Context: an optimization exercise on an open-source flow, tuned for small area. The choices shown serve that exercise and are no tape-out recipe.
In this exercise RTL edits were held to simulation tests only and were not proved equivalent to the original.

==> inputs of pepper <==
Design axisafety, start of the top module:
module axisafety (
		output	reg		o_read_fault,
		output	reg		o_write_fault,
		input	wire		S_AXI_ACLK,
		input	wire		S_AXI_ARESETN,
		output	reg		M_AXI_ARESETN,
		output	wire		comb_aresetn,
		input	wire		ext_resetn,
		output	wire		channel_up,
		input	wire [5:0]	S_AXI_AWID,
		input	wire [27:0]	S_AXI_AWADDR,
		input	wire [7:0]	S_AXI_AWLEN,
		input	wire [2:0]	S_AXI_AWSIZE,
		input	wire [1:0]	S_AXI_AWBURST,
		input	wire		S_AXI_AWLOCK,
		input	wire [3:0]	S_AXI_AWCACHE,
		input	wire [2:0]	S_AXI_AWPROT,
		input	wire [3:0]	S_AXI_AWQOS,
		input	wire		S_AXI_AWVALID,
		output	reg		S_AXI_AWREADY,
		input	wire [31:0]	S_AXI_WDATA,
		input	wire [3:0]	S_AXI_WSTRB,
		input	wire		S_AXI_WLAST,
		input	wire		S_AXI_WVALID,
		output	reg		S_AXI_WREADY,
		output	wire [5:0]	S_AXI_BID,
		output	reg [1:0]	S_AXI_BRESP,
		output	reg		S_AXI_BVALID,
		input	wire		S_AXI_BREADY,
		input	wire [5:0]	S_AXI_ARID,
		input	wire [27:0]	S_AXI_ARADDR,
		input	wire [7:0]	S_AXI_ARLEN,
		input	wire [2:0]	S_AXI_ARSIZE,
		input	wire [1:0]	S_AXI_ARBURST,
		input	wire		S_AXI_ARLOCK,
		input	wire [3:0]	S_AXI_ARCACHE,
		input	wire [2:0]	S_AXI_ARPROT,
		input	wire [3:0]	S_AXI_ARQOS,
		input	wire		S_AXI_ARVALID,
		output	reg		S_AXI_ARREADY,
		output	wire [5:0]	S_AXI_RID,
		output	reg [31:0]	S_AXI_RDATA,
		output	reg [1:0]	S_AXI_RRESP,
		output	reg		S_AXI_RLAST,
		output	reg		S_AXI_RVALID,
		input	wire		S_AXI_RREADY,
		output	reg [5:0]	M_AXI_AWID,
		output	reg [27:0]	M_AXI_AWADDR,
		output	reg [7:0]	M_AXI_AWLEN,
		output	reg [2:0]	M_AXI_AWSIZE,
		output	reg [1:0]	M_AXI_AWBURST,
		output	reg		M_AXI_AWLOCK,
		output	reg [3:0]	M_AXI_AWCACHE,
		output	reg [2:0]	M_AXI_AWPROT,
		output	reg [3:0]	M_AXI_AWQOS,
		output	reg		M_AXI_AWVALID,
		input	wire		M_AXI_AWREADY,
		output	reg [31:0]	M_AXI_WDATA,
		output	reg [3:0]	M_AXI_WSTRB,
		output	reg		M_AXI_WLAST,
		output	reg		M_AXI_WVALID,
		input	wire		M_AXI_WREADY,
		input	wire [5:0]	M_AXI_BID,
		input	wire [1:0]	M_AXI_BRESP,
		input	wire		M_AXI_BVALID,
		output	wire		M_AXI_BREADY,
		output	reg [5:0]	M_AXI_ARID,
		output	reg [27:0]	M_AXI_ARADDR,
		output	reg [7:0]	M_AXI_ARLEN,
		output	reg [2:0]	M_AXI_ARSIZE,
		output	reg [1:0]	M_AXI_ARBURST,
		output	reg		M_AXI_ARLOCK,
		output	reg [3:0]	M_AXI_ARCACHE,
		output	reg [2:0]	M_AXI_ARPROT,
		output	reg [3:0]	M_AXI_ARQOS,
		output	reg		M_AXI_ARVALID,
		input	wire		M_AXI_ARREADY,
		input	wire [5:0]	M_AXI_RID,
		input	wire [31:0]	M_AXI_RDATA,
		input	wire [1:0]	M_AXI_RRESP,
		input	wire		M_AXI_RLAST,
		input	wire		M_AXI_RVALID,
		output	wire		M_AXI_RREADY
	);
==> flow/config.mk <==
export PLATFORM = sky130hd
export DESIGN_NAME = axisafety
export DESIGN_NICKNAME = axisafety
export VERILOG_FILES = /design/flow/design.v
export SDC_FILE = /design/flow/constraint.sdc
export NUM_CORES = 4
export LEC_CHECK = 0
export CAP_MARGIN = 20
export CORE_MARGIN = 2
export CORE_UTILIZATION = 40
export SLEW_MARGIN = 20
==> flow/constraint.sdc <==
create_clock -name core_clock -period 10.0 [get_ports {S_AXI_ACLK}]
set_input_delay 2.0000 -clock core_clock [delete_from_list [all_inputs] [get_ports {S_AXI_ACLK}]]
set_output_delay 2.0000 -clock core_clock [all_outputs]
set_load 0.01 [all_outputs]
standard.sh (not shown) runs the stock make flow with config.mk's settings and CLKGATE_MAP_FILE= SYNTH_SCRIPT=/design/flow/synth_recipe.tcl, a recipe that flattens the netlist after the stock synthesis.
==> flow/flow/run.sh <==
#!/bin/bash
# Standard ORFS layout, with the port buffers made of the smallest buffer cell.
set -euo pipefail
bash standard.sh "BUFFER_PORTS_ARGS=-buffer_cell sky130_fd_sc_hd__buf_1" finish > orfs_make.log 2>&1
==> harbor: changes against pepper <==
Settings changed: CTS_BUF_LIST set to sky130_fd_sc_hd__clkbuf_4 sky130_fd_sc_hd__clkbuf_8, CTS_CLUSTER_DIAMETER set to 60, CTS_CLUSTER_SIZE set to 12.
==> impl_metrics.ini <==
[status]
status = complete, no violations

[timing]
fin_crit_ns = 4.42
slew_headroom = 0.381

[cells_and_area]
clock_area_frac = 0.0771
drive_gt1_frac = 0.109
clockBufferCount = 53
finalInstanceArea_um2 = 17100

[global_route]
grt_usage = 0.173
globalRouteMet1Util = 0.218

[worst_setup_path]
arrival_ns = 2.42
crit_start = chup_count[0]

[drt]
wl_met3_um = 2480
wl_met1_um = 13800

[power]
clkPwrFrac = 0.431
[end of results for pepper]
==> impl_metrics.ini <==
[power]
p_total_mw = 2.94
clkPwrFrac = 0.355

[drt]
wl_met3_um = 2630
wl_met1_um = 13700

[timing]
setup-violations-final = 0
slew_headroom = 0.341

[yosys]
synth_compound_area_frac = 0.0566
avgSynthCellArea_um2 = 14.1
synthFlopType = edfxtp_1

[cells_and_area]
drive_gt1_frac = 0.116
finalInstanceArea_um2 = 16600
clock_area_frac = 0.0505

[global_route]
globalRouteMet1Util = 0.218
grt_usage = 0.173

[status]
status = complete, no violations

[worst_setup_path]
crit_start = chup_count[1]
[end of results for harbor]

[what the ideal ports hide]
No port has a modelled driver above. Below, the same layouts with a new extraction and two added sets of constraints. Step 1 assumes that a clkbuf_16 drives the clock port and a buf_2 every other input. Step 2 times the ports against the registers' clock, not the clock port: input delays grow and output delays shrink by t, the midpoint of the rising clock arrivals with the driver on. Slacks: no drivers / after step 1 / after step 2; pairs: no drivers / after step 1.
run	t (ns)	slack for setup (ns)	hold slack, ns	worst register clock-pin slew, ns
pepper	0.575	5.584 / 5.542 / 6.056	0.324 / 0.324 / 0.324	0.06 / 0.06
harbor	0.609	5.554 / 5.514 / 6.059	0.333 / 0.333 / 0.333	0.09 / 0.09
After both steps setup and hold are still met in every run listed.
